This is an optimization exercise on Yosys and OpenROAD, whose aim is small area, a short achievable clock period and few clock cycles per item, not a production implementation.
Function was not checked in any run shown here: the RTL went through the layout flow alone.
Power and IR drop assume default switching activity.

## flow/design.v (module list and top-level ports; edited modules follow where they fit)
// module MADD: 65 lines
// module MSUB: 65 lines
// module DIV32: 61 lines
// module ModMult: 828 lines
// module NTT_ROM: 66 lines
// module NTTN: 192 lines
module NTTN (input             clk, reset,
             input             load_w,
             input             load_data,
             input             start,
             input             start_intt,
             input      [13:0] din,
             output reg        done,
             output reg [13:0] dout);
  // ...
==> flow/run.sh <==
#!/bin/bash
# synth_recipe.tcl (not shown) runs the flow's synth.tcl, then flattens the netlist and writes it again
# the make line also repeats each setting of config.mk as NAME=value (left out here)
make -C /OpenROAD-flow-scripts/flow DESIGN_CONFIG=/design/flow/config.mk WORK_HOME=/design/flow/orfs CLKGATE_MAP_FILE= SYNTH_SCRIPT=/design/flow/synth_recipe.tcl finish
==> flow/config.mk <==
export PLATFORM = sky130hd
export DESIGN_NAME = NTTN
export DESIGN_NICKNAME = NTTN
export VERILOG_FILES = /design/flow/design.v
export SDC_FILE = /design/flow/constraint.sdc
export NUM_CORES = 4
export LEC_CHECK = 0
export CAP_MARGIN = 20
export CORE_MARGIN = 2
export CORE_UTILIZATION = 40
export SETUP_SLACK_MARGIN = 4.2
export SLEW_MARGIN = 20
==> flow/constraint.sdc <==
create_clock -name core_clock -period 7.5 [get_ports {clk}]
set_input_delay 1.5000 -clock core_clock [delete_from_list [all_inputs] [get_ports {clk}]]
set_output_delay 1.5000 -clock core_clock [all_outputs]
set_load 0.01 [all_outputs]
==> out/summary.txt, run 1 <==
outcome - timing/DRC/antenna clean
most frequent cell after synthesis - dfxtp_1
Final Critical Period - 3.84 ns
first-pass GRT wire length - 274000 µm
Clk pin slew, worst setup/hold paths - 0.06 ns
Seq Cell Count - 1320
DP Worst Slack - 2.61 ns
most frequent cells in the layout - 705 x dfxtp_1, 569 x inv_1, 518 x edfxtp_1
Post-DP HPWL - 123000 µm
CP max stage cell - fa_1
hold slack - 0.301 ns
internal power - 25.3 mW
unique cell type count in the Yosys netlist - 90
vias in the first global route - 44600
placed cells - 7540
Max-slew headroom - 0.240
Area-dominant class - multi-input combinational cells
Core Util, Final - 0.479
Max Cap Viol - 0
Clock Path Buffers - 3
multi-input gates - 3194
Seq cells post-synth - 1320
Rows - 151
Pwr top - combinational logic
cell taking the most area after synthesis - edfxtp_1
Num CTS Buffers - 143
DRT Wirelength - 182000 µm
uppermost layer routed - met5
area delta synth->final - 18.7%
Power Dens Cells - 530 nW/µm²
compound-gate portion of the synthesized area - 0.0694
Final Non-Filler Cells - 8019
hold path startpoint - tr0[4][0]$_DFF_P_
LEAKAGE - 32.0 nW
CP startpoint - q[6]$_DFFE_PP_
Final Hold Fails - 0
Avg Cell Area, Syn - 12.7 µm²
post-synthesis cell count - 5391
post-placement cell area - 72000 µm²
CP Depth - 17
setup slack after layout - 3.66 ns
Post-Route M1 WL - 78100 µm
clock group total power - 7.27 mW
Antenna Cells - 5
CP Data Arrival Time - 4.33 ns
==> run 2: changes to the inputs <==
--- a/flow/config.mk
+++ b/flow/config.mk
@@ -10,3 +10,3 @@
 export CORE_UTILIZATION = 40
-export SETUP_SLACK_MARGIN = 4.2
+export SETUP_SLACK_MARGIN = 3.9
 export SLEW_MARGIN = 20
==> out/summary.txt, run 2 <==
outcome - timing/DRC/antenna clean
Final ANT Viol Nets - 0
critical path, cell by cell - buf_12 > fa_1 > inv_2 > ha_4 > a211o_1 > o221a_1 > o31ai_4 > o21ai_4 > a311oi_4 > a311oi_4 > mux2i_1 > mux2i_1 > mux2_4
gr ovfl total - 0
Power, Total - 41.1 mW
critical path endpoint category - flip-flop
Post-synth EDFFs - 518
largest net degree at the start of global routing - 68
CTS tree - yes
synth warn - 10
critical path's top delay family - compound AO/OA/AOI/OAI gates
Post-DP HPWL - 121000 µm (-1.4%)
CP Max Fanout - 4
DP Worst Slack - 2.35 ns (-0.261 ns)
post-synthesis cell count - 5391 (unchanged)
CP Depth - 13 (-4)
largest cells by area after synthesis - edfxtp_1 23%, dfxtp_1 23%, fa_1 13%, mux4_2 10%, ha_1 5.8%
Initial Utilization - 0.404
async set or reset register ratio after synthesis - 0.0227
post-placement cell area - 71700 µm² (-0.43%)
Placeable Area - 170000 µm²
final instance area - 79400 µm²
Final Max Tran Viols - 0
Max Clk Rate - 270 MHz
Final GP Congestion - 0.886
unique cell type count in the Yosys netlist - 90 (unchanged)
PortBufs - 34
Post-CTS Hold Fix Bufs - 0
final setup violation count - 0
Worst path max stage delay - 0.53 ns
die height - 418 µm
Core Util, Final - 0.468 (-0.0110)
CP Data Arrival Time - 4.22 ns (-0.11 ns)
Num CTS Buffers - 141 (-1.4%)
CP bufs+invs - 2
vias per cell - 5.39
LEAKAGE - 31.4 nW (-1.8%)
Clk pin slew, worst setup/hold paths - 0.06 ns (about the same)
most common cell after layout, fill and taps aside - dfxtp_1
area of the multi-input gates - 35000 µm²
Worst Hold Class - flip-flop to flip-flop
Worst-Skew Late Latency - 0.80 ns
Antenna Cells - 0 (-5)
DIE AREA - 175000 µm²
Overall Global Routing Usage - 0.203
via count - 42700
Clock Sinks - 1320
CP max stage cell - fa_1
vias in the first global route - 44100 (-1.2%)
CTS HTree Levels - 4
DRT Pass-1 Iters - 6
final setup TNS - 0 ns
RSZ-0062 raised after global routing - true
Max Cap Viol - 0 (unchanged)
Die X - 418 µm
Final Critical Period - 3.70 ns (-0.139 ns)
Synth top area share - 0.227
Least-Margin Pin Slew - 1.03 ns
kind of critical path - flip-flop to flip-flop
Seq/Total Area, Yosys - 0.464
CP startpoint kind - flip-flop
share of layout cells above drive strength 1 - 0.218
most frequent cell after synthesis - dfxtp_1
most frequent cells in the layout - 714 x dfxtp_1, 608 x inv_1, 518 x edfxtp_1
most common library cells after synthesis - 772 x dfxtp_1, 659 x inv_1, 518 x edfxtp_1
NumNets Final - 6372
Top FF cell, synth - dfxtp_1
wire per inst - 22.3 µm
Synth Cell Area - 68500 µm²
CP required - 8.03 ns
Worst Hold Depth - 0
first-pass GRT wire length - 268000 µm (-2.1%)
Max-slew headroom - 0.314 (+0.0745)
fill cell count - 14900
Root Driver - clkbuf_16
1st-iter DRT viols - 3718
drt drc - 0
Reg area - 31900 µm²
R2R cell count - 13
syn nets - 6168
DRT Wirelength - 177000 µm (-2.7%)
area delta synth->final - 16.0%
R2R setup slack - 3.80 ns
Final Hold Fails - 0 (unchanged)
Clock Path Buffers - 3 (unchanged)
cell taking the most area after synthesis - edfxtp_1
Avg Cell Area, Syn - 12.7 µm² (unchanged)
Power Dens Cells - 518 nW/µm² (-2.3%)
Top Ports - 35
Rows - 151 (unchanged)
setup slack after layout - 3.80 ns (+0.139 ns)
Setup Skew - 0.0761 ns
worst vdd ir - 0.378 mV
Final Cycle Share - 0.493
initial antenna violation count - 9
Seq cells post-synth - 1320 (unchanged)
==> run 2: through the flow <==
step | hold slack [ns] | instances
3_3_place_gp | 0.310 | 7533
6_report | 0.291 | 7923
3_5_place_dp | 0.312 | 7536
2_1_floorplan | 0.310 | 5391
5_1_grt | 0.311 | 7923
4_1_cts | 0.300 | 7874
==> run 2: logic make-up after synthesis <==
family	share of synthesized area
fa+ha+maj	0.186
compound gates	0.0694
simple gates	0.0720
mux	0.132
flops	0.464
buf+inv	0.0499
xor+xnor	0.0271
==> run 2: repair_timing <==
item / CTS / global route
setup endpoints to repair: 157 / 119
setup buffers: 82 / 46
resized for setup: 233 / 200
gates cloned: 3 / 2
pin swaps: 81 / 82
==> run 2: final timing paths <==
| check | start | endpoint |
|---|---|---|
| setup / recovery | q[6]$_DFFE_PP_ | OPA[10]$_DFFE_PP_ |
| hold / removal | tr0[5][3]$_DFF_P_ | tr0[6][3]$_DFF_P_ |
| setup reg to reg | q[6]$_DFFE_PP_ | OPA[10]$_DFFE_PP_ |
| hold reg to reg | tr0[5][3]$_DFF_P_ | tr0[6][3]$_DFF_P_ |
| max in group asynchronous | reset | tv[1]$_DFF_PP0_ |
| min in group asynchronous | reset | done$_DFF_PP0_ |
==> run 2: worst reg2reg max path, cell delays in order, from the launching register on <==
cell and delay, ns:
edfxtp_1 0.43, buf_12 0.18, fa_1 0.53, inv_2 0.05
ha_4 0.27, a211o_1 0.20, o221a_1 0.25, o31ai_4 0.10
o21ai_4 0.21, a311oi_4 0.17, a311oi_4 0.39, mux2i_1 0.29
mux2i_1 0.11, mux2_4 0.26
==> run 2: report_power, final <==
part | total (mW) | switching (mW) | leakage [nW] | internal [mW]
sequential | 10.6 | 1.16 | 11.5 | 9.47
combinational | 23.3 | 12.8 | 17.5 | 10.5
clock | 7.22 | 3.03 | 2.35 | 4.19
total | 41.1 | 17.0 | 31.4 | 24.2
==> run 2: final cells by class <==
cell class,instances,share of cell area
clock buffers,195,0.0499
clock inverters,58,0.0116
inverters,672,0.0326
flip-flops and latches,1320,0.401
repair buffers,265,0.0299
well taps,2218,0.0349
multi-input cells,3195,0.440
==> run 2: layer usage <==
| metal | wire length [µm] | track usage | up-vias |
|---|---|---|---|
| met5 | 55 | 0 | - |
| met4 | 6490 | 0.0756 | 8 |
| met3 | 11000 | 0.0284 | 305 |
| met2 | 82600 | 0.325 | 1393 |
| met1 | 76700 | 0.281 | 21800 |
| li1 | - | - | 19200 |
==> module NTT_ROM, before the edit <==
module NTT_ROM(input [6:0] cnt, output reg v, output reg pa, output reg [3:0] ra0,
               output reg [3:0] ra1, output reg [3:0] tw, output reg [1:0] sa,
               output reg [1:0] sb, output reg sw);
always @(*) begin
    v = 1'b0; pa = 1'b0; ra0 = 4'd0; ra1 = 4'd0; tw = 4'd0; sa = 2'd0; sb = 2'd0; sw = 1'b0;
    case (cnt)
    7'd18: begin v = 1'b1; pa = 1'b0; ra0 = 4'd0; ra1 = 4'd8; tw = 4'd0; sa = 2'd0; sb = 2'd3; sw = 1'b0; end
    7'd19: begin v = 1'b1; pa = 1'b1; ra0 = 4'd8; ra1 = 4'd0; tw = 4'd1; sa = 2'd0; sb = 2'd3; sw = 1'b0; end
    7'd20: begin v = 1'b1; pa = 1'b1; ra0 = 4'd9; ra1 = 4'd1; tw = 4'd2; sa = 2'd0; sb = 2'd3; sw = 1'b0; end
    7'd21: begin v = 1'b1; pa = 1'b0; ra0 = 4'd1; ra1 = 4'd9; tw = 4'd3; sa = 2'd0; sb = 2'd3; sw = 1'b0; end
    7'd22: begin v = 1'b1; pa = 1'b1; ra0 = 4'd10; ra1 = 4'd2; tw = 4'd4; sa = 2'd0; sb = 2'd3; sw = 1'b0; end
    7'd23: begin v = 1'b1; pa = 1'b0; ra0 = 4'd2; ra1 = 4'd10; tw = 4'd5; sa = 2'd0; sb = 2'd3; sw = 1'b0; end
    7'd24: begin v = 1'b1; pa = 1'b0; ra0 = 4'd3; ra1 = 4'd11; tw = 4'd6; sa = 2'd0; sb = 2'd3; sw = 1'b0; end
    7'd25: begin v = 1'b1; pa = 1'b1; ra0 = 4'd11; ra1 = 4'd3; tw = 4'd7; sa = 2'd0; sb = 2'd3; sw = 1'b0; end
    7'd26: begin v = 1'b1; pa = 1'b1; ra0 = 4'd12; ra1 = 4'd4; tw = 4'd8; sa = 2'd0; sb = 2'd3; sw = 1'b0; end
    7'd27: begin v = 1'b1; pa = 1'b0; ra0 = 4'd4; ra1 = 4'd12; tw = 4'd9; sa = 2'd0; sb = 2'd3; sw = 1'b0; end
    7'd28: begin v = 1'b1; pa = 1'b0; ra0 = 4'd5; ra1 = 4'd13; tw = 4'd10; sa = 2'd0; sb = 2'd3; sw = 1'b0; end
    7'd29: begin v = 1'b1; pa = 1'b1; ra0 = 4'd13; ra1 = 4'd5; tw = 4'd11; sa = 2'd0; sb = 2'd3; sw = 1'b0; end
    7'd30: begin v = 1'b1; pa = 1'b0; ra0 = 4'd6; ra1 = 4'd14; tw = 4'd12; sa = 2'd0; sb = 2'd3; sw = 1'b0; end
    7'd31: begin v = 1'b1; pa = 1'b1; ra0 = 4'd14; ra1 = 4'd6; tw = 4'd13; sa = 2'd0; sb = 2'd3; sw = 1'b0; end
    7'd32: begin v = 1'b1; pa = 1'b1; ra0 = 4'd15; ra1 = 4'd7; tw = 4'd14; sa = 2'd0; sb = 2'd3; sw = 1'b0; end
    7'd33: begin v = 1'b1; pa = 1'b0; ra0 = 4'd7; ra1 = 4'd15; tw = 4'd15; sa = 2'd0; sb = 2'd3; sw = 1'b0; end
    7'd34: begin v = 1'b1; pa = 1'b1; ra0 = 4'd12; ra1 = 4'd8; tw = 4'd0; sa = 2'd0; sb = 2'd0; sw = 1'b1; end
    7'd35: begin v = 1'b1; pa = 1'b1; ra0 = 4'd4; ra1 = 4'd0; tw = 4'd2; sa = 2'd0; sb = 2'd0; sw = 1'b0; end
    7'd36: begin v = 1'b1; pa = 1'b1; ra0 = 4'd5; ra1 = 4'd1; tw = 4'd4; sa = 2'd0; sb = 2'd0; sw = 1'b0; end
    7'd37: begin v = 1'b1; pa = 1'b0; ra0 = 4'd1; ra1 = 4'd5; tw = 4'd6; sa = 2'd0; sb = 2'd0; sw = 1'b0; end
    7'd38: begin v = 1'b1; pa = 1'b1; ra0 = 4'd6; ra1 = 4'd2; tw = 4'd8; sa = 2'd0; sb = 2'd0; sw = 1'b0; end
    7'd39: begin v = 1'b1; pa = 1'b0; ra0 = 4'd2; ra1 = 4'd6; tw = 4'd10; sa = 2'd0; sb = 2'd0; sw = 1'b0; end
    7'd40: begin v = 1'b1; pa = 1'b0; ra0 = 4'd3; ra1 = 4'd7; tw = 4'd12; sa = 2'd0; sb = 2'd0; sw = 1'b0; end
    7'd41: begin v = 1'b1; pa = 1'b1; ra0 = 4'd15; ra1 = 4'd11; tw = 4'd12; sa = 2'd0; sb = 2'd0; sw = 1'b1; end
    7'd42: begin v = 1'b1; pa = 1'b1; ra0 = 4'd7; ra1 = 4'd3; tw = 4'd14; sa = 2'd0; sb = 2'd0; sw = 1'b0; end
    7'd43: begin v = 1'b1; pa = 1'b1; ra0 = 4'd14; ra1 = 4'd10; tw = 4'd10; sa = 2'd0; sb = 2'd0; sw = 1'b1; end
    7'd44: begin v = 1'b1; pa = 1'b0; ra0 = 4'd1; ra1 = 4'd3; tw = 4'd12; sa = 2'd1; sb = 2'd2; sw = 1'b0; end
    7'd45: begin v = 1'b1; pa = 1'b0; ra0 = 4'd0; ra1 = 4'd4; tw = 4'd0; sa = 2'd0; sb = 2'd0; sw = 1'b0; end
    7'd46: begin v = 1'b1; pa = 1'b1; ra0 = 4'd2; ra1 = 4'd0; tw = 4'd4; sa = 2'd0; sb = 2'd1; sw = 1'b0; end
    7'd47: begin v = 1'b1; pa = 1'b1; ra0 = 4'd13; ra1 = 4'd9; tw = 4'd6; sa = 2'd0; sb = 2'd0; sw = 1'b1; end
    7'd48: begin v = 1'b1; pa = 1'b0; ra0 = 4'd4; ra1 = 4'd6; tw = 4'd4; sa = 2'd0; sb = 2'd0; sw = 1'b1; end
    7'd49: begin v = 1'b1; pa = 1'b1; ra0 = 4'd3; ra1 = 4'd1; tw = 4'd8; sa = 2'd0; sb = 2'd0; sw = 1'b0; end
    7'd50: begin v = 1'b1; pa = 1'b0; ra0 = 4'd5; ra1 = 4'd7; tw = 4'd8; sa = 2'd0; sb = 2'd0; sw = 1'b1; end
    7'd51: begin v = 1'b1; pa = 1'b0; ra0 = 4'd11; ra1 = 4'd15; tw = 4'd14; sa = 2'd0; sb = 2'd0; sw = 1'b1; end
    7'd52: begin v = 1'b1; pa = 1'b0; ra0 = 4'd0; ra1 = 4'd2; tw = 4'd0; sa = 2'd1; sb = 2'd0; sw = 1'b0; end
    7'd53: begin v = 1'b1; pa = 1'b1; ra0 = 4'd1; ra1 = 4'd0; tw = 4'd8; sa = 2'd1; sb = 2'd0; sw = 1'b0; end
    7'd54: begin v = 1'b1; pa = 1'b1; ra0 = 4'd7; ra1 = 4'd5; tw = 4'd12; sa = 2'd0; sb = 2'd0; sw = 1'b1; end
    7'd55: begin v = 1'b1; pa = 1'b0; ra0 = 4'd8; ra1 = 4'd12; tw = 4'd2; sa = 2'd0; sb = 2'd0; sw = 1'b1; end
    7'd56: begin v = 1'b1; pa = 1'b0; ra0 = 4'd2; ra1 = 4'd3; tw = 4'd8; sa = 2'd0; sb = 2'd0; sw = 1'b1; end
    7'd57: begin v = 1'b1; pa = 1'b1; ra0 = 4'd6; ra1 = 4'd4; tw = 4'd0; sa = 2'd0; sb = 2'd0; sw = 1'b1; end
    7'd58: begin v = 1'b1; pa = 1'b1; ra0 = 4'd11; ra1 = 4'd9; tw = 4'd12; sa = 2'd0; sb = 2'd1; sw = 1'b1; end
    7'd59: begin v = 1'b1; pa = 1'b0; ra0 = 4'd10; ra1 = 4'd14; tw = 4'd8; sa = 2'd0; sb = 2'd0; sw = 1'b1; end
    7'd60: begin v = 1'b1; pa = 1'b0; ra0 = 4'd9; ra1 = 4'd13; tw = 4'd4; sa = 2'd0; sb = 2'd0; sw = 1'b1; end
    7'd61: begin v = 1'b1; pa = 1'b0; ra0 = 4'd4; ra1 = 4'd5; tw = 4'd8; sa = 2'd0; sb = 2'd1; sw = 1'b1; end
    7'd62: begin v = 1'b1; pa = 1'b0; ra0 = 4'd8; ra1 = 4'd10; tw = 4'd4; sa = 2'd1; sb = 2'd0; sw = 1'b1; end
    7'd63: begin v = 1'b1; pa = 1'b1; ra0 = 4'd14; ra1 = 4'd12; tw = 4'd4; sa = 2'd0; sb = 2'd0; sw = 1'b1; end
    7'd64: begin v = 1'b1; pa = 1'b1; ra0 = 4'd7; ra1 = 4'd6; tw = 4'd8; sa = 2'd0; sb = 2'd0; sw = 1'b1; end
    7'd65: begin v = 1'b1; pa = 1'b0; ra0 = 4'd13; ra1 = 4'd15; tw = 4'd12; sa = 2'd0; sb = 2'd0; sw = 1'b1; end
    7'd66: begin v = 1'b1; pa = 1'b1; ra0 = 4'd10; ra1 = 4'd8; tw = 4'd0; sa = 2'd0; sb = 2'd1; sw = 1'b1; end
    7'd67: begin v = 1'b1; pa = 1'b0; ra0 = 4'd9; ra1 = 4'd11; tw = 4'd8; sa = 2'd1; sb = 2'd0; sw = 1'b1; end
    7'd68: begin v = 1'b1; pa = 1'b1; ra0 = 4'd15; ra1 = 4'd13; tw = 4'd8; sa = 2'd0; sb = 2'd0; sw = 1'b1; end
    7'd69: begin v = 1'b1; pa = 1'b0; ra0 = 4'd8; ra1 = 4'd9; tw = 4'd8; sa = 2'd1; sb = 2'd0; sw = 1'b1; end
    7'd70: begin v = 1'b1; pa = 1'b1; ra0 = 4'd11; ra1 = 4'd10; tw = 4'd8; sa = 2'd0; sb = 2'd0; sw = 1'b1; end
    7'd71: begin v = 1'b1; pa = 1'b0; ra0 = 4'd12; ra1 = 4'd14; tw = 4'd0; sa = 2'd0; sb = 2'd0; sw = 1'b1; end
    7'd72: begin v = 1'b1; pa = 1'b1; ra0 = 4'd13; ra1 = 4'd12; tw = 4'd8; sa = 2'd0; sb = 2'd1; sw = 1'b1; end
    7'd73: begin v = 1'b1; pa = 1'b0; ra0 = 4'd14; ra1 = 4'd15; tw = 4'd8; sa = 2'd0; sb = 2'd0; sw = 1'b1; end
    default: ;
    endcase
end
endmodule
==> module NTTN, before the edit <==
module NTTN (input             clk, reset,
             input             load_w,
             input             load_data,
             input             start,
             input             start_intt,
             input      [13:0] din,
             output reg        done,
             output reg [13:0] dout);
localparam NM = 5;    
localparam T0 = 65;   
localparam LS = 2 + NM;        
localparam RUN0 = 34;          
integer i;
reg        lw_r, ld_r, st_r, sti_r;
reg [13:0] din_r;
always @(posedge clk or posedge reset) begin
    if (reset) begin
        lw_r <= 1'b0; ld_r <= 1'b0; st_r <= 1'b0; sti_r <= 1'b0;
    end else begin
        lw_r <= load_w; ld_r <= load_data; st_r <= start; sti_r <= start_intt;
    end
end
always @(posedge clk) din_r <= din;
reg        wact;
reg [6:0]  wcnt;
always @(posedge clk or posedge reset) begin
    if (reset) begin
        wact <= 1'b0; wcnt <= 7'd0;
    end else if (lw_r) begin
        wact <= 1'b1; wcnt <= 7'd0;
    end else if (wact) begin
        wcnt <= wcnt + 7'd1;
        if (wcnt == 7'd65) wact <= 1'b0;
    end
end
reg [13:0] Tr [0:15];
reg [3:0]  tph;
reg [13:0] q;
wire       tload = wact && (wcnt < 7'd16);
wire [3:0] tph_n = (wact && wcnt == 7'd15) ? 4'd0 : tph + 4'd1;
always @(posedge clk) begin
    for (i = 0; i < 15; i = i + 1) Tr[i] <= Tr[i + 1];
    Tr[15] <= tload ? din_r : Tr[0];
    tph <= tph_n;
    if (wact && wcnt == 7'd64) q <= din_r;
end
reg        act;
reg [6:0]  cnt;
reg        dirv, intt;
wire       strt  = st_r || sti_r;
wire       hold  = (cnt == RUN0) && !dirv && !strt;
wire       intt_now = dirv ? intt : sti_r;
wire       intt_n = (act && strt && !dirv) ? sti_r : intt;
wire [6:0] cnt_n = ld_r ? 7'd2 : (act && !hold) ? cnt + 7'd1 : cnt;
wire       act_n = ld_r ? 1'b1 : (act && cnt == T0 + 31) ? 1'b0 : act;
always @(posedge clk or posedge reset) begin
    if (reset) begin
        act <= 1'b0; cnt <= 7'd0; dirv <= 1'b0; intt <= 1'b0;
    end else begin
        act <= act_n;
        cnt <= cnt_n;
        if (ld_r) dirv <= 1'b0;
        else if (act && strt && !dirv) begin
            dirv <= 1'b1; intt <= sti_r;
        end
    end
end
wire       n_v, n_pa, n_sw;
wire [1:0] n_sa;
wire [3:0] n_ra0, n_ra1, n_tw;
wire [1:0] n_sb;
NTT_ROM rom(.cnt(cnt_n), .v(n_v), .pa(n_pa), .ra0(n_ra0), .ra1(n_ra1), .tw(n_tw),
            .sa(n_sa), .sb(n_sb), .sw(n_sw));
reg        r_v, r_pa, r_sw;
reg  [1:0] r_sa;
reg [3:0]  r_ra0, r_ra1, r_tw;
reg [1:0]  r_sb;
always @(posedge clk) begin
    r_v <= n_v; r_pa <= n_pa; r_sw <= n_sw; r_sa <= n_sa; r_sb <= n_sb;
    r_ra0 <= n_ra0; r_ra1 <= n_ra1; r_tw <= n_tw;
end
wire issue = act && r_v && !hold;
reg        dinw;
reg [4:0]  lj;
always @(posedge clk) begin
    dinw <= act_n && (cnt_n >= 7'd2) && (cnt_n <= 7'd17);
    lj   <= cnt_n[4:0] - 5'd2;
end
reg  [13:0] B0 [0:15];
reg  [13:0] B1 [0:15];
wire [13:0] rd0 = B0[r_ra0];
wire [13:0] rd1 = B1[r_ra1];
wire [13:0] W0, W1;             
wire [13:0] va_rf = r_pa ? rd1 : rd0;
wire [13:0] vb_rf = r_pa ? rd0 : rd1;
wire [13:0] va_w  = r_pa ? W1 : W0;
wire [13:0] vb_w  = r_pa ? W0 : W1;
reg  [13:0] X, Y, TW, TW1, S1, D1;
always @(posedge clk) begin
    X  <= r_sa[1] ? S1 : r_sa[0] ? va_w : va_rf;
    Y  <= (r_sb == 2'd3) ? din_r : (r_sb == 2'd2) ? S1 : r_sb[0] ? vb_w : vb_rf;
    TW <= Tr[r_tw - tph];
end
wire [13:0] xy_s, xy_d;
MADD bma(.a(X), .b(Y), .q(q), .y(xy_s));
MSUB bms(.a(X), .b(Y), .q(q), .y(xy_d));
always @(posedge clk) begin
    S1  <= xy_s;
    D1  <= xy_d;
    TW1 <= TW;
end
wire [13:0] DM;
ModMult mm(.clk(clk), .A(D1), .B(TW1), .q(q), .C(DM));
reg [13:0] SD [1:NM];
always @(posedge clk) begin
    SD[1] <= S1;
    for (i = 2; i <= NM; i = i + 1) SD[i] <= SD[i - 1];
end
reg        tv  [1:LS];
reg        tpa [1:LS];
reg        tsw [1:LS];
reg [3:0]  tr0 [1:LS];
reg [3:0]  tr1 [1:LS];
always @(posedge clk or posedge reset) begin
    if (reset) begin
        for (i = 1; i <= LS; i = i + 1) tv[i] <= 1'b0;
    end else begin
        tv[1] <= issue;
        for (i = 2; i <= LS; i = i + 1) tv[i] <= tv[i - 1];
    end
end
always @(posedge clk) begin
    tpa[1] <= r_pa; tsw[1] <= r_sw & intt_now; tr0[1] <= r_ra0; tr1[1] <= r_ra1;
    for (i = 2; i <= LS; i = i + 1) begin
        tpa[i] <= tpa[i - 1]; tsw[i] <= tsw[i - 1]; tr0[i] <= tr0[i - 1]; tr1[i] <= tr1[i - 1];
    end
end
wire [13:0] val_a = tsw[LS] ? DM : SD[NM];
wire [13:0] val_b = tsw[LS] ? SD[NM] : DM;
assign W0 = tpa[LS] ? val_b : val_a;
assign W1 = tpa[LS] ? val_a : val_b;
wire        ljp = ^lj;
always @(posedge clk) begin
    if (dinw ? !ljp : tv[LS]) B0[dinw ? lj[4:1] : tr0[LS]] <= dinw ? din_r : W0;
    if (dinw ?  ljp : tv[LS]) B1[dinw ? lj[4:1] : tr1[LS]] <= dinw ? din_r : W1;
end
wire [6:0] oc_n  = cnt_n - (T0 - 5);
wire [6:0] oc2_n = cnt_n - (T0 - 3);
wire       opar_n = ^oc_n[4:2];
reg  [3:0] oa0, oa1;
reg        opar, oldf, oswp, osw4, osub;
always @(posedge clk) begin
    oa0    <= {oc_n[4:2], oc_n[0] ^ opar_n};
    oa1    <= {oc_n[4:2], ~(oc_n[0] ^ opar_n)};
    opar   <= opar_n;
    oldf   <= (oc_n[1:0] == 2'd1);
    oswp   <= (oc_n[1:0] == 2'd3);
    osw4   <= intt_n && (oc_n[4:2] != 3'd0);
    osub   <= oc2_n[0] ^ (intt_n && !((oc2_n[4:2] == 3'd0) && !oc2_n[1]));
end
wire [13:0] o0 = B0[oa0];
wire [13:0] o1 = B1[oa1];
reg  [13:0] Ey0, Ey2, OPA, OPB, ZH, FH, R1, R2, R2a, R2b;
wire [13:0] ysum, ydif, oadd, osb, dva, dvb;
MADD oma1(.a(Ey0), .b(Ey2), .q(q), .y(ysum));
MSUB oms1(.a(Ey0), .b(Ey2), .q(q), .y(ydif));
MADD oma2(.a(OPA), .b(OPB), .q(q), .y(oadd));
MSUB oms2(.a(OPA), .b(OPB), .q(q), .y(osb));
DIV32 odv(.x(R1), .q(q), .ya(dva), .yb(dvb));
always @(posedge clk) begin
    Ey0 <= opar ? o1 : o0;
    Ey2 <= opar ? o0 : o1;
    if (oldf) begin
        OPB <= opar ? o0 : o1;
        FH  <= opar ? o1 : o0;
        OPA <= osw4 ? ydif : ysum;
        ZH  <= osw4 ? ysum : ydif;
    end else if (oswp) begin
        OPA <= ZH;
        OPB <= FH;
    end
    R1   <= osub ? osb : oadd;
    R2   <= R1;
    R2a  <= dva;
    R2b  <= dvb;
    dout <= intt ? R2a + R2b : R2;
end
always @(posedge clk or posedge reset) begin
    if (reset) done <= 1'b0;
    else       done <= act && (cnt == T0 - 2);
end
endmodule
==> run 3: changes to the inputs <==
--- a/flow/design.v
+++ b/flow/design.v
@@ -1,3 +1,3 @@
 localparam NM = 5;    
-localparam T0 = 65;   
+localparam T0 = 81;   
 module MADD (input [13:0] a, b, q, output [13:0] y);
@@ -1022,63 +1022,63 @@
 module NTT_ROM(input [6:0] cnt, output reg v, output reg pa, output reg [3:0] ra0,
-               output reg [3:0] ra1, output reg [3:0] tw, output reg [1:0] sa,
-               output reg [1:0] sb, output reg sw);
+               output reg [3:0] ra1, output reg [3:0] tw, output reg sa,
+               output reg sb, output reg sw);
 always @(*) begin
-    v = 1'b0; pa = 1'b0; ra0 = 4'd0; ra1 = 4'd0; tw = 4'd0; sa = 2'd0; sb = 2'd0; sw = 1'b0;
+    v = 1'b0; pa = 1'b0; ra0 = 4'd0; ra1 = 4'd0; tw = 4'd0; sa = 1'b0; sb = 1'b0; sw = 1'b0;
     case (cnt)
-    7'd18: begin v = 1'b1; pa = 1'b0; ra0 = 4'd0; ra1 = 4'd8; tw = 4'd0; sa = 2'd0; sb = 2'd3; sw = 1'b0; end
-    7'd19: begin v = 1'b1; pa = 1'b1; ra0 = 4'd8; ra1 = 4'd0; tw = 4'd1; sa = 2'd0; sb = 2'd3; sw = 1'b0; end
-    7'd20: begin v = 1'b1; pa = 1'b1; ra0 = 4'd9; ra1 = 4'd1; tw = 4'd2; sa = 2'd0; sb = 2'd3; sw = 1'b0; end
-    7'd21: begin v = 1'b1; pa = 1'b0; ra0 = 4'd1; ra1 = 4'd9; tw = 4'd3; sa = 2'd0; sb = 2'd3; sw = 1'b0; end
-    7'd22: begin v = 1'b1; pa = 1'b1; ra0 = 4'd10; ra1 = 4'd2; tw = 4'd4; sa = 2'd0; sb = 2'd3; sw = 1'b0; end
-    7'd23: begin v = 1'b1; pa = 1'b0; ra0 = 4'd2; ra1 = 4'd10; tw = 4'd5; sa = 2'd0; sb = 2'd3; sw = 1'b0; end
-    7'd24: begin v = 1'b1; pa = 1'b0; ra0 = 4'd3; ra1 = 4'd11; tw = 4'd6; sa = 2'd0; sb = 2'd3; sw = 1'b0; end
-    7'd25: begin v = 1'b1; pa = 1'b1; ra0 = 4'd11; ra1 = 4'd3; tw = 4'd7; sa = 2'd0; sb = 2'd3; sw = 1'b0; end
-    7'd26: begin v = 1'b1; pa = 1'b1; ra0 = 4'd12; ra1 = 4'd4; tw = 4'd8; sa = 2'd0; sb = 2'd3; sw = 1'b0; end
-    7'd27: begin v = 1'b1; pa = 1'b0; ra0 = 4'd4; ra1 = 4'd12; tw = 4'd9; sa = 2'd0; sb = 2'd3; sw = 1'b0; end
-    7'd28: begin v = 1'b1; pa = 1'b0; ra0 = 4'd5; ra1 = 4'd13; tw = 4'd10; sa = 2'd0; sb = 2'd3; sw = 1'b0; end
-    7'd29: begin v = 1'b1; pa = 1'b1; ra0 = 4'd13; ra1 = 4'd5; tw = 4'd11; sa = 2'd0; sb = 2'd3; sw = 1'b0; end
-    7'd30: begin v = 1'b1; pa = 1'b0; ra0 = 4'd6; ra1 = 4'd14; tw = 4'd12; sa = 2'd0; sb = 2'd3; sw = 1'b0; end
-    7'd31: begin v = 1'b1; pa = 1'b1; ra0 = 4'd14; ra1 = 4'd6; tw = 4'd13; sa = 2'd0; sb = 2'd3; sw = 1'b0; end
-    7'd32: begin v = 1'b1; pa = 1'b1; ra0 = 4'd15; ra1 = 4'd7; tw = 4'd14; sa = 2'd0; sb = 2'd3; sw = 1'b0; end
-    7'd33: begin v = 1'b1; pa = 1'b0; ra0 = 4'd7; ra1 = 4'd15; tw = 4'd15; sa = 2'd0; sb = 2'd3; sw = 1'b0; end
-    7'd34: begin v = 1'b1; pa = 1'b1; ra0 = 4'd12; ra1 = 4'd8; tw = 4'd0; sa = 2'd0; sb = 2'd0; sw = 1'b1; end
-    7'd35: begin v = 1'b1; pa = 1'b1; ra0 = 4'd4; ra1 = 4'd0; tw = 4'd2; sa = 2'd0; sb = 2'd0; sw = 1'b0; end
-    7'd36: begin v = 1'b1; pa = 1'b1; ra0 = 4'd5; ra1 = 4'd1; tw = 4'd4; sa = 2'd0; sb = 2'd0; sw = 1'b0; end
-    7'd37: begin v = 1'b1; pa = 1'b0; ra0 = 4'd1; ra1 = 4'd5; tw = 4'd6; sa = 2'd0; sb = 2'd0; sw = 1'b0; end
-    7'd38: begin v = 1'b1; pa = 1'b1; ra0 = 4'd6; ra1 = 4'd2; tw = 4'd8; sa = 2'd0; sb = 2'd0; sw = 1'b0; end
-    7'd39: begin v = 1'b1; pa = 1'b0; ra0 = 4'd2; ra1 = 4'd6; tw = 4'd10; sa = 2'd0; sb = 2'd0; sw = 1'b0; end
-    7'd40: begin v = 1'b1; pa = 1'b0; ra0 = 4'd3; ra1 = 4'd7; tw = 4'd12; sa = 2'd0; sb = 2'd0; sw = 1'b0; end
-    7'd41: begin v = 1'b1; pa = 1'b1; ra0 = 4'd15; ra1 = 4'd11; tw = 4'd12; sa = 2'd0; sb = 2'd0; sw = 1'b1; end
-    7'd42: begin v = 1'b1; pa = 1'b1; ra0 = 4'd7; ra1 = 4'd3; tw = 4'd14; sa = 2'd0; sb = 2'd0; sw = 1'b0; end
-    7'd43: begin v = 1'b1; pa = 1'b1; ra0 = 4'd14; ra1 = 4'd10; tw = 4'd10; sa = 2'd0; sb = 2'd0; sw = 1'b1; end
-    7'd44: begin v = 1'b1; pa = 1'b0; ra0 = 4'd1; ra1 = 4'd3; tw = 4'd12; sa = 2'd1; sb = 2'd2; sw = 1'b0; end
-    7'd45: begin v = 1'b1; pa = 1'b0; ra0 = 4'd0; ra1 = 4'd4; tw = 4'd0; sa = 2'd0; sb = 2'd0; sw = 1'b0; end
-    7'd46: begin v = 1'b1; pa = 1'b1; ra0 = 4'd2; ra1 = 4'd0; tw = 4'd4; sa = 2'd0; sb = 2'd1; sw = 1'b0; end
-    7'd47: begin v = 1'b1; pa = 1'b1; ra0 = 4'd13; ra1 = 4'd9; tw = 4'd6; sa = 2'd0; sb = 2'd0; sw = 1'b1; end
-    7'd48: begin v = 1'b1; pa = 1'b0; ra0 = 4'd4; ra1 = 4'd6; tw = 4'd4; sa = 2'd0; sb = 2'd0; sw = 1'b1; end
-    7'd49: begin v = 1'b1; pa = 1'b1; ra0 = 4'd3; ra1 = 4'd1; tw = 4'd8; sa = 2'd0; sb = 2'd0; sw = 1'b0; end
-    7'd50: begin v = 1'b1; pa = 1'b0; ra0 = 4'd5; ra1 = 4'd7; tw = 4'd8; sa = 2'd0; sb = 2'd0; sw = 1'b1; end
-    7'd51: begin v = 1'b1; pa = 1'b0; ra0 = 4'd11; ra1 = 4'd15; tw = 4'd14; sa = 2'd0; sb = 2'd0; sw = 1'b1; end
-    7'd52: begin v = 1'b1; pa = 1'b0; ra0 = 4'd0; ra1 = 4'd2; tw = 4'd0; sa = 2'd1; sb = 2'd0; sw = 1'b0; end
-    7'd53: begin v = 1'b1; pa = 1'b1; ra0 = 4'd1; ra1 = 4'd0; tw = 4'd8; sa = 2'd1; sb = 2'd0; sw = 1'b0; end
-    7'd54: begin v = 1'b1; pa = 1'b1; ra0 = 4'd7; ra1 = 4'd5; tw = 4'd12; sa = 2'd0; sb = 2'd0; sw = 1'b1; end
-    7'd55: begin v = 1'b1; pa = 1'b0; ra0 = 4'd8; ra1 = 4'd12; tw = 4'd2; sa = 2'd0; sb = 2'd0; sw = 1'b1; end
-    7'd56: begin v = 1'b1; pa = 1'b0; ra0 = 4'd2; ra1 = 4'd3; tw = 4'd8; sa = 2'd0; sb = 2'd0; sw = 1'b1; end
-    7'd57: begin v = 1'b1; pa = 1'b1; ra0 = 4'd6; ra1 = 4'd4; tw = 4'd0; sa = 2'd0; sb = 2'd0; sw = 1'b1; end
-    7'd58: begin v = 1'b1; pa = 1'b1; ra0 = 4'd11; ra1 = 4'd9; tw = 4'd12; sa = 2'd0; sb = 2'd1; sw = 1'b1; end
-    7'd59: begin v = 1'b1; pa = 1'b0; ra0 = 4'd10; ra1 = 4'd14; tw = 4'd8; sa = 2'd0; sb = 2'd0; sw = 1'b1; end
-    7'd60: begin v = 1'b1; pa = 1'b0; ra0 = 4'd9; ra1 = 4'd13; tw = 4'd4; sa = 2'd0; sb = 2'd0; sw = 1'b1; end
-    7'd61: begin v = 1'b1; pa = 1'b0; ra0 = 4'd4; ra1 = 4'd5; tw = 4'd8; sa = 2'd0; sb = 2'd1; sw = 1'b1; end
-    7'd62: begin v = 1'b1; pa = 1'b0; ra0 = 4'd8; ra1 = 4'd10; tw = 4'd4; sa = 2'd1; sb = 2'd0; sw = 1'b1; end
-    7'd63: begin v = 1'b1; pa = 1'b1; ra0 = 4'd14; ra1 = 4'd12; tw = 4'd4; sa = 2'd0; sb = 2'd0; sw = 1'b1; end
-    7'd64: begin v = 1'b1; pa = 1'b1; ra0 = 4'd7; ra1 = 4'd6; tw = 4'd8; sa = 2'd0; sb = 2'd0; sw = 1'b1; end
-    7'd65: begin v = 1'b1; pa = 1'b0; ra0 = 4'd13; ra1 = 4'd15; tw = 4'd12; sa = 2'd0; sb = 2'd0; sw = 1'b1; end
-    7'd66: begin v = 1'b1; pa = 1'b1; ra0 = 4'd10; ra1 = 4'd8; tw = 4'd0; sa = 2'd0; sb = 2'd1; sw = 1'b1; end
-    7'd67: begin v = 1'b1; pa = 1'b0; ra0 = 4'd9; ra1 = 4'd11; tw = 4'd8; sa = 2'd1; sb = 2'd0; sw = 1'b1; end
-    7'd68: begin v = 1'b1; pa = 1'b1; ra0 = 4'd15; ra1 = 4'd13; tw = 4'd8; sa = 2'd0; sb = 2'd0; sw = 1'b1; end
-    7'd69: begin v = 1'b1; pa = 1'b0; ra0 = 4'd8; ra1 = 4'd9; tw = 4'd8; sa = 2'd1; sb = 2'd0; sw = 1'b1; end
-    7'd70: begin v = 1'b1; pa = 1'b1; ra0 = 4'd11; ra1 = 4'd10; tw = 4'd8; sa = 2'd0; sb = 2'd0; sw = 1'b1; end
-    7'd71: begin v = 1'b1; pa = 1'b0; ra0 = 4'd12; ra1 = 4'd14; tw = 4'd0; sa = 2'd0; sb = 2'd0; sw = 1'b1; end
-    7'd72: begin v = 1'b1; pa = 1'b1; ra0 = 4'd13; ra1 = 4'd12; tw = 4'd8; sa = 2'd0; sb = 2'd1; sw = 1'b1; end
-    7'd73: begin v = 1'b1; pa = 1'b0; ra0 = 4'd14; ra1 = 4'd15; tw = 4'd8; sa = 2'd0; sb = 2'd0; sw = 1'b1; end
+    7'd34: begin v = 1'b1; pa = 1'b0; ra0 = 4'd7; ra1 = 4'd15; tw = 4'd15; sa = 1'b0; sb = 1'b0; sw = 1'b0; end
+    7'd35: begin v = 1'b1; pa = 1'b1; ra0 = 4'd13; ra1 = 4'd5; tw = 4'd11; sa = 1'b0; sb = 1'b0; sw = 1'b0; end
+    7'd36: begin v = 1'b1; pa = 1'b1; ra0 = 4'd8; ra1 = 4'd0; tw = 4'd1; sa = 1'b0; sb = 1'b0; sw = 1'b0; end
+    7'd37: begin v = 1'b1; pa = 1'b1; ra0 = 4'd12; ra1 = 4'd4; tw = 4'd8; sa = 1'b0; sb = 1'b0; sw = 1'b0; end
+    7'd38: begin v = 1'b1; pa = 1'b0; ra0 = 4'd4; ra1 = 4'd12; tw = 4'd9; sa = 1'b0; sb = 1'b0; sw = 1'b0; end
+    7'd39: begin v = 1'b1; pa = 1'b1; ra0 = 4'd15; ra1 = 4'd7; tw = 4'd14; sa = 1'b0; sb = 1'b0; sw = 1'b0; end
+    7'd40: begin v = 1'b1; pa = 1'b0; ra0 = 4'd2; ra1 = 4'd10; tw = 4'd5; sa = 1'b0; sb = 1'b0; sw = 1'b0; end
+    7'd41: begin v = 1'b1; pa = 1'b1; ra0 = 4'd9; ra1 = 4'd1; tw = 4'd2; sa = 1'b0; sb = 1'b0; sw = 1'b0; end
+    7'd42: begin v = 1'b1; pa = 1'b0; ra0 = 4'd5; ra1 = 4'd13; tw = 4'd10; sa = 1'b0; sb = 1'b0; sw = 1'b0; end
+    7'd43: begin v = 1'b1; pa = 1'b1; ra0 = 4'd10; ra1 = 4'd2; tw = 4'd4; sa = 1'b0; sb = 1'b0; sw = 1'b0; end
+    7'd44: begin v = 1'b1; pa = 1'b0; ra0 = 4'd1; ra1 = 4'd9; tw = 4'd3; sa = 1'b0; sb = 1'b0; sw = 1'b0; end
+    7'd45: begin v = 1'b1; pa = 1'b1; ra0 = 4'd4; ra1 = 4'd0; tw = 4'd2; sa = 1'b0; sb = 1'b1; sw = 1'b0; end
+    7'd46: begin v = 1'b1; pa = 1'b1; ra0 = 4'd11; ra1 = 4'd3; tw = 4'd7; sa = 1'b0; sb = 1'b0; sw = 1'b0; end
+    7'd47: begin v = 1'b1; pa = 1'b0; ra0 = 4'd0; ra1 = 4'd8; tw = 4'd0; sa = 1'b0; sb = 1'b0; sw = 1'b0; end
+    7'd48: begin v = 1'b1; pa = 1'b1; ra0 = 4'd14; ra1 = 4'd6; tw = 4'd13; sa = 1'b0; sb = 1'b0; sw = 1'b0; end
+    7'd49: begin v = 1'b1; pa = 1'b0; ra0 = 4'd3; ra1 = 4'd11; tw = 4'd6; sa = 1'b0; sb = 1'b0; sw = 1'b0; end
+    7'd50: begin v = 1'b1; pa = 1'b1; ra0 = 4'd5; ra1 = 4'd1; tw = 4'd4; sa = 1'b0; sb = 1'b0; sw = 1'b0; end
+    7'd51: begin v = 1'b1; pa = 1'b0; ra0 = 4'd1; ra1 = 4'd5; tw = 4'd6; sa = 1'b1; sb = 1'b0; sw = 1'b0; end
+    7'd52: begin v = 1'b1; pa = 1'b0; ra0 = 4'd6; ra1 = 4'd14; tw = 4'd12; sa = 1'b0; sb = 1'b0; sw = 1'b0; end
+    7'd53: begin v = 1'b1; pa = 1'b1; ra0 = 4'd7; ra1 = 4'd3; tw = 4'd14; sa = 1'b1; sb = 1'b0; sw = 1'b0; end
+    7'd54: begin v = 1'b1; pa = 1'b0; ra0 = 4'd0; ra1 = 4'd4; tw = 4'd0; sa = 1'b1; sb = 1'b0; sw = 1'b0; end
+    7'd55: begin v = 1'b1; pa = 1'b0; ra0 = 4'd2; ra1 = 4'd6; tw = 4'd10; sa = 1'b0; sb = 1'b1; sw = 1'b0; end
+    7'd56: begin v = 1'b1; pa = 1'b0; ra0 = 4'd3; ra1 = 4'd7; tw = 4'd12; sa = 1'b1; sb = 1'b0; sw = 1'b0; end
+    7'd57: begin v = 1'b1; pa = 1'b1; ra0 = 4'd13; ra1 = 4'd9; tw = 4'd6; sa = 1'b0; sb = 1'b0; sw = 1'b1; end
+    7'd58: begin v = 1'b1; pa = 1'b1; ra0 = 4'd14; ra1 = 4'd10; tw = 4'd10; sa = 1'b0; sb = 1'b0; sw = 1'b1; end
+    7'd59: begin v = 1'b1; pa = 1'b1; ra0 = 4'd6; ra1 = 4'd2; tw = 4'd8; sa = 1'b0; sb = 1'b1; sw = 1'b0; end
+    7'd60: begin v = 1'b1; pa = 1'b0; ra0 = 4'd1; ra1 = 4'd3; tw = 4'd12; sa = 1'b0; sb = 1'b1; sw = 1'b0; end
+    7'd61: begin v = 1'b1; pa = 1'b1; ra0 = 4'd7; ra1 = 4'd5; tw = 4'd12; sa = 1'b0; sb = 1'b0; sw = 1'b1; end
+    7'd62: begin v = 1'b1; pa = 1'b1; ra0 = 4'd2; ra1 = 4'd0; tw = 4'd4; sa = 1'b0; sb = 1'b1; sw = 1'b0; end
+    7'd63: begin v = 1'b1; pa = 1'b0; ra0 = 4'd4; ra1 = 4'd6; tw = 4'd4; sa = 1'b0; sb = 1'b0; sw = 1'b1; end
+    7'd64: begin v = 1'b1; pa = 1'b1; ra0 = 4'd15; ra1 = 4'd11; tw = 4'd12; sa = 1'b0; sb = 1'b0; sw = 1'b1; end
+    7'd65: begin v = 1'b1; pa = 1'b1; ra0 = 4'd3; ra1 = 4'd1; tw = 4'd8; sa = 1'b0; sb = 1'b0; sw = 1'b0; end
+    7'd66: begin v = 1'b1; pa = 1'b0; ra0 = 4'd8; ra1 = 4'd12; tw = 4'd2; sa = 1'b0; sb = 1'b0; sw = 1'b1; end
+    7'd67: begin v = 1'b1; pa = 1'b0; ra0 = 4'd5; ra1 = 4'd7; tw = 4'd8; sa = 1'b0; sb = 1'b0; sw = 1'b1; end
+    7'd68: begin v = 1'b1; pa = 1'b0; ra0 = 4'd0; ra1 = 4'd2; tw = 4'd0; sa = 1'b0; sb = 1'b0; sw = 1'b0; end
+    7'd69: begin v = 1'b1; pa = 1'b1; ra0 = 4'd1; ra1 = 4'd0; tw = 4'd8; sa = 1'b1; sb = 1'b0; sw = 1'b0; end
+    7'd70: begin v = 1'b1; pa = 1'b0; ra0 = 4'd2; ra1 = 4'd3; tw = 4'd8; sa = 1'b0; sb = 1'b0; sw = 1'b1; end
+    7'd71: begin v = 1'b1; pa = 1'b0; ra0 = 4'd11; ra1 = 4'd15; tw = 4'd14; sa = 1'b0; sb = 1'b0; sw = 1'b1; end
+    7'd72: begin v = 1'b1; pa = 1'b0; ra0 = 4'd9; ra1 = 4'd13; tw = 4'd4; sa = 1'b0; sb = 1'b0; sw = 1'b1; end
+    7'd73: begin v = 1'b1; pa = 1'b1; ra0 = 4'd6; ra1 = 4'd4; tw = 4'd0; sa = 1'b0; sb = 1'b0; sw = 1'b1; end
+    7'd74: begin v = 1'b1; pa = 1'b1; ra0 = 4'd12; ra1 = 4'd8; tw = 4'd0; sa = 1'b0; sb = 1'b0; sw = 1'b1; end
+    7'd75: begin v = 1'b1; pa = 1'b0; ra0 = 4'd4; ra1 = 4'd5; tw = 4'd8; sa = 1'b0; sb = 1'b0; sw = 1'b1; end
+    7'd76: begin v = 1'b1; pa = 1'b0; ra0 = 4'd10; ra1 = 4'd14; tw = 4'd8; sa = 1'b0; sb = 1'b0; sw = 1'b1; end
+    7'd77: begin v = 1'b1; pa = 1'b0; ra0 = 4'd8; ra1 = 4'd10; tw = 4'd4; sa = 1'b0; sb = 1'b0; sw = 1'b1; end
+    7'd78: begin v = 1'b1; pa = 1'b1; ra0 = 4'd11; ra1 = 4'd9; tw = 4'd12; sa = 1'b0; sb = 1'b1; sw = 1'b1; end
+    7'd79: begin v = 1'b1; pa = 1'b0; ra0 = 4'd13; ra1 = 4'd15; tw = 4'd12; sa = 1'b0; sb = 1'b0; sw = 1'b1; end
+    7'd80: begin v = 1'b1; pa = 1'b1; ra0 = 4'd7; ra1 = 4'd6; tw = 4'd8; sa = 1'b0; sb = 1'b0; sw = 1'b1; end
+    7'd81: begin v = 1'b1; pa = 1'b1; ra0 = 4'd14; ra1 = 4'd12; tw = 4'd4; sa = 1'b0; sb = 1'b0; sw = 1'b1; end
+    7'd82: begin v = 1'b1; pa = 1'b0; ra0 = 4'd9; ra1 = 4'd11; tw = 4'd8; sa = 1'b0; sb = 1'b0; sw = 1'b1; end
+    7'd83: begin v = 1'b1; pa = 1'b0; ra0 = 4'd12; ra1 = 4'd14; tw = 4'd0; sa = 1'b0; sb = 1'b1; sw = 1'b1; end
+    7'd84: begin v = 1'b1; pa = 1'b1; ra0 = 4'd10; ra1 = 4'd8; tw = 4'd0; sa = 1'b0; sb = 1'b0; sw = 1'b1; end
+    7'd85: begin v = 1'b1; pa = 1'b0; ra0 = 4'd8; ra1 = 4'd9; tw = 4'd8; sa = 1'b0; sb = 1'b1; sw = 1'b1; end
+    7'd86: begin v = 1'b1; pa = 1'b1; ra0 = 4'd11; ra1 = 4'd10; tw = 4'd8; sa = 1'b0; sb = 1'b0; sw = 1'b1; end
+    7'd87: begin v = 1'b1; pa = 1'b1; ra0 = 4'd15; ra1 = 4'd13; tw = 4'd8; sa = 1'b0; sb = 1'b0; sw = 1'b1; end
+    7'd88: begin v = 1'b1; pa = 1'b0; ra0 = 4'd14; ra1 = 4'd15; tw = 4'd8; sa = 1'b1; sb = 1'b0; sw = 1'b1; end
+    7'd89: begin v = 1'b1; pa = 1'b1; ra0 = 4'd13; ra1 = 4'd12; tw = 4'd8; sa = 1'b0; sb = 1'b0; sw = 1'b1; end
     default: ;
@@ -1096,3 +1096,3 @@
 localparam NM = 5;    
-localparam T0 = 65;   
+localparam T0 = 81;   
 localparam LS = 2 + NM;        
@@ -1154,12 +1154,8 @@
 end
-wire       n_v, n_pa, n_sw;
-wire [1:0] n_sa;
+wire       n_v, n_pa, n_sw, n_sa, n_sb;
 wire [3:0] n_ra0, n_ra1, n_tw;
-wire [1:0] n_sb;
 NTT_ROM rom(.cnt(cnt_n), .v(n_v), .pa(n_pa), .ra0(n_ra0), .ra1(n_ra1), .tw(n_tw),
             .sa(n_sa), .sb(n_sb), .sw(n_sw));
-reg        r_v, r_pa, r_sw;
-reg  [1:0] r_sa;
+reg        r_v, r_pa, r_sw, r_sa, r_sb;
 reg [3:0]  r_ra0, r_ra1, r_tw;
-reg [1:0]  r_sb;
 always @(posedge clk) begin
@@ -1172,3 +1168,3 @@
 always @(posedge clk) begin
-    dinw <= act_n && (cnt_n >= 7'd2) && (cnt_n <= 7'd17);
+    dinw <= act_n && (cnt_n >= 7'd2) && (cnt_n <= 7'd33);
     lj   <= cnt_n[4:0] - 5'd2;
@@ -1186,4 +1182,4 @@
 always @(posedge clk) begin
-    X  <= r_sa[1] ? S1 : r_sa[0] ? va_w : va_rf;
-    Y  <= (r_sb == 2'd3) ? din_r : (r_sb == 2'd2) ? S1 : r_sb[0] ? vb_w : vb_rf;
+    X  <= r_sa ? va_w : va_rf;
+    Y  <= r_sb ? vb_w : vb_rf;
     TW <= Tr[r_tw - tph];
==> out/summary.txt, run 3 <==
Max-slew headroom - 0.332 (+0.0173)
Clock Path Buffers - 3 (unchanged)
Avg Cell Area, Syn - 12.5 µm² (-1.4%)
reg2reg start - Ey2[1]$_DFF_P_
final setup violation count - 0 (unchanged)
largest cells by area after synthesis - edfxtp_1 23%, dfxtp_1 23%, fa_1 13%, mux4_2 10%, ha_1 5.8%
vias per cell - 5.42 (+0.55%)
synth warn - 10 (unchanged)
share of layout cells above drive strength 1 - 0.209 (-0.00876)
CP startpoint kind - flip-flop
vias in the first global route - 44300 (+0.50%)
NumNets Final - 6455 (+1.3%)
DRT Pass-1 Iters - 5 (-1)
CP Data Arrival Time - 4.25 ns (+0.03 ns)
R2R setup slack - 3.78 ns (-0.03 ns)
most frequent cell after synthesis - dfxtp_1
fill cell count - 14900 (-0.25%)
die height - 418 µm (about the same)
largest net degree at the start of global routing - 59 (-13%)
Least-Margin Pin Slew - 1.00 ns (-0.0260 ns)
async set or reset register ratio after synthesis - 0.0227 (about the same)
Max Cap Viol - 0 (unchanged)
1st-iter DRT viols - 3684 (-0.91%)
Root Driver - clkbuf_16
Num CTS Buffers - 138 (-2.1%)
Seq cells post-synth - 1319 (-0.076%)
kind of critical path - flip-flop to flip-flop
critical path, cell by cell - inv_4 > ha_4 > fa_1 > inv_2 > ha_4 > a211oi_4 > o21ai_2 > a31oi_2 > o21a_1 > o21ai_4 > xnor2_4 > buf_12 > mux2i_2 > mux2i_1 > mux2_4
CP Max Fanout - 5 (+1)
Final ANT Viol Nets - 0 (unchanged)
Final GP Congestion - 0.878 (-0.87%)
gr ovfl total - 0 (unchanged)
Post-CTS Hold Fix Bufs - 0 (unchanged)
Worst Hold Class - flip-flop to flip-flop
Initial Utilization - 0.404 (about the same)
DRT Wirelength - 180000 µm (+2.1%)
Final Hold Fails - 0 (unchanged)
most frequent CP cell - ha_4
Overall Global Routing Usage - 0.205 (+0.00205)
post-synthesis cell count - 5465 (+1.4%)
CTS HTree Levels - 4 (unchanged)
critical path endpoint category - flip-flop
Hold Path Sink - tpa[6]$_DFF_P_
initial antenna violation count - 8 (-1)
area delta synth->final - 16.0% (about the same)
Synth Cell Area - 68500 µm² (about the same)
Placeable Area - 170000 µm² (unchanged)
cell taking the most area after synthesis - edfxtp_1
syn nets - 6243 (+1.2%)
Worst Hold Depth - 0 (unchanged)
Post-synth EDFFs - 518 (unchanged)
CP required - 8.03 ns (about the same)
final setup TNS - 0 ns (unchanged)
most common cell after layout, fill and taps aside - dfxtp_1
CP max stage cell - fa_1
Rows - 151 (unchanged)
Reg area - 31800 µm² (-0.13%)
Clk pin slew, worst setup/hold paths - 0.07 ns (about the same)
CTS tree - yes
Power Dens Cells - 510 nW/µm² (-1.6%)
most common library cells after synthesis - 771 x dfxtp_1, 632 x inv_1, 518 x edfxtp_1
Synth top area share - 0.227 (about the same)
most frequent cells in the layout - 727 x dfxtp_1, 585 x inv_1, 518 x edfxtp_1
DIE AREA - 175000 µm² (about the same)
Final Critical Period - 3.72 ns (+0.0269 ns)
Setup Skew - 0.0370 ns (-0.0391 ns)
Die X - 418 µm (about the same)
Max Clk Rate - 269 MHz (-0.72%)
Final Cycle Share - 0.497 (+0.00359)
worst r2r dst - OPA[5]$_DFFE_PP_
R2R cell count - 15 (+2)
Seq/Total Area, Yosys - 0.463 (about the same)
area of the multi-input gates - 35100 µm² (+0.50%)
hold path startpoint - tpa[5]$_DFF_P_
via count - 43400 (+1.6%)
Worst path max stage delay - 0.59 ns (+0.06 ns)
Post-DP HPWL - 123000 µm (+1.3%)
PortBufs - 34 (unchanged)
unique cell type count in the Yosys netlist - 97 (+7.8%)
Top FF cell, synth - dfxtp_1
Worst-Skew Late Latency - 0.79 ns (about the same)
Clock Sinks - 1319 (-0.076%)
wire per inst - 22.5 µm (+1.0%)
LEAKAGE - 31.4 nW (about the same)
worst vdd ir - 0.300 mV (-21%)
final instance area - 79400 µm² (about the same)
RSZ-0062 raised after global routing - true
outcome - timing/DRC/antenna clean
post-placement cell area - 71700 µm² (about the same)
first-pass GRT wire length - 270000 µm (+0.78%)
drt drc - 0 (unchanged)
Final Max Tran Viols - 0 (unchanged)
Top Ports - 35 (unchanged)
run 3: cell count changes after synthesis, sizes merged, moves of 10 or more:
cell / change
a21oi: -15
o221ai: -13
nand2: +104
inv: -24
a21o: +11
a31oi: +32
buf: +10
clkbuf: -10
mux2: -31
mux2i: -30
o21bai: -17
o21ai: +19
nand3: +21
run 3: power by group:
part,internal (mW),leakage [nW],switching (mW)
registers,9.42,11.5,1.11
clock network,4.04,2.28,2.93
logic,10.3,17.6,12.7
total,23.7,31.4,16.7
run 3: timing repair:
action                     in CTS  in global routing
setup endpoints to repair     157                154
gates cloned                    3                  2
gates resized for setup       197                264
setup buffers                  59                 82
pin swaps                      63                115
run 3: how the worst max path moves through the flow:
stage	cells after the start	start	end	slack (ns)
finish	15	Ey2[1]$_DFF_P_	OPA[5]$_DFFE_PP_	3.78
global route	16	Ey2[1]$_DFF_P_	OPA[6]$_DFFE_PP_	3.62
CTS	14	mm.p2a[1]$_DFF_P_	mm.p3b[7]$_DFF_P_	3.85
detailed placement	11	q[7]$_DFFE_PP_	R1[1]$_DFF_P_	2.63
global placement	11	q[7]$_DFFE_PP_	R1[1]$_DFF_P_	2.72
floorplan	14	Ey2[2]$_DFF_P_	OPA[5]$_DFFE_PP_	3.88
run 3: logic make-up after synthesis:
| kind of cell | count (synthesis) | synth area share |
|---|---|---|
| compound gates | 739 | 0.0730 |
| xor+xnor | 204 | 0.0266 |
| fa+ha+maj | 758 | 0.187 |
| buf+inv | 858 | 0.0483 |
| flops | 1319 | 0.463 |
| mux | 439 | 0.122 |
| simple gates | 1148 | 0.0803 |
run 3: metrics by stage:
| stage | hold WS, ns | utilization | total power [mW] | cells | setup WS (ns) |
|---|---|---|---|---|---|
| finish | 0.319 | 0.468 | 40.5 | 8006 | 3.78 |
| global placement | 0.310 | 0.423 | 30.6 | 7609 | 2.72 |
| detailed placement | 0.312 | 0.423 | 31.1 | 7609 | 2.63 |
| CTS | 0.317 | 0.459 | 39.2 | 7920 | 3.85 |
| floorplan | 0.310 | - | 25.0 | 5465 | 3.88 |
| global route | 0.328 | 0.468 | 44.1 | 8004 | 3.62 |
run 3: area by class of cell:
| class | instances | share of cell area |
|---|---|---|
| Inverter | 652 | 0.0321 |
| Clock buffer | 195 | 0.0510 |
| Tap cell | 2218 | 0.0349 |
| Sequential cell | 1319 | 0.401 |
| Antenna cell | 2 | 0.0000630 |
| Clock inverter | 54 | 0.00770 |
| Multi-Input combinational cell | 3289 | 0.442 |
| Timing Repair Buffer | 277 | 0.0314 |
run 3: critical path, delay by kind of cell (launching register included):
kind | cells | cell delay, ns
mux | 3 | 0.60
buf+inv | 3 | 0.28
fa+ha+maj | 3 | 1.07
flops | 1 | 0.36
xor+xnor | 1 | 0.25
compound gates | 5 | 0.92
run 3: routing by layer:
metal	GRT usage	vias up	wire length (µm)
met5	0	-	0
met2	0.330	1428	84500
li1	-	19500	-
met4	0.0681	0	5680
met3	0.0331	274	11700
met1	0.282	22200	78600

==> what the ideal ports hide <==
In the flow no input, the clock included, has a driving cell. The finished layouts below were timed again as built, in two steps. Step 1: set_driving_cell puts a clkbuf_16 on clk and a buf_2 on each other input, an assumption about the parent block. Step 2 moves the port delays by t, midway between the first and last clock arrival at a register: inputs arrive t later, outputs are due t later. That takes back most of the time a late clock gives input paths. Three values: no drivers, after step 1, after step 2; two values: the first two.
| run | t (ns) | setup slack, ns | latest minus earliest clock arrival (ns) | cell pins on the clock port's net |
|---|---|---|---|---|
| run 1 | 0.863 | 3.664 / 3.664 / 3.664 | 0.048 / 0.048 | 1 |
| run 2 | 0.851 | 3.803 / 3.803 / 3.803 | 0.076 / 0.077 | 1 |
| run 3 | 0.857 | 3.776 / 3.776 / 3.776 | 0.039 / 0.039 | 1 |
After both steps setup and hold are still met in every run listed.
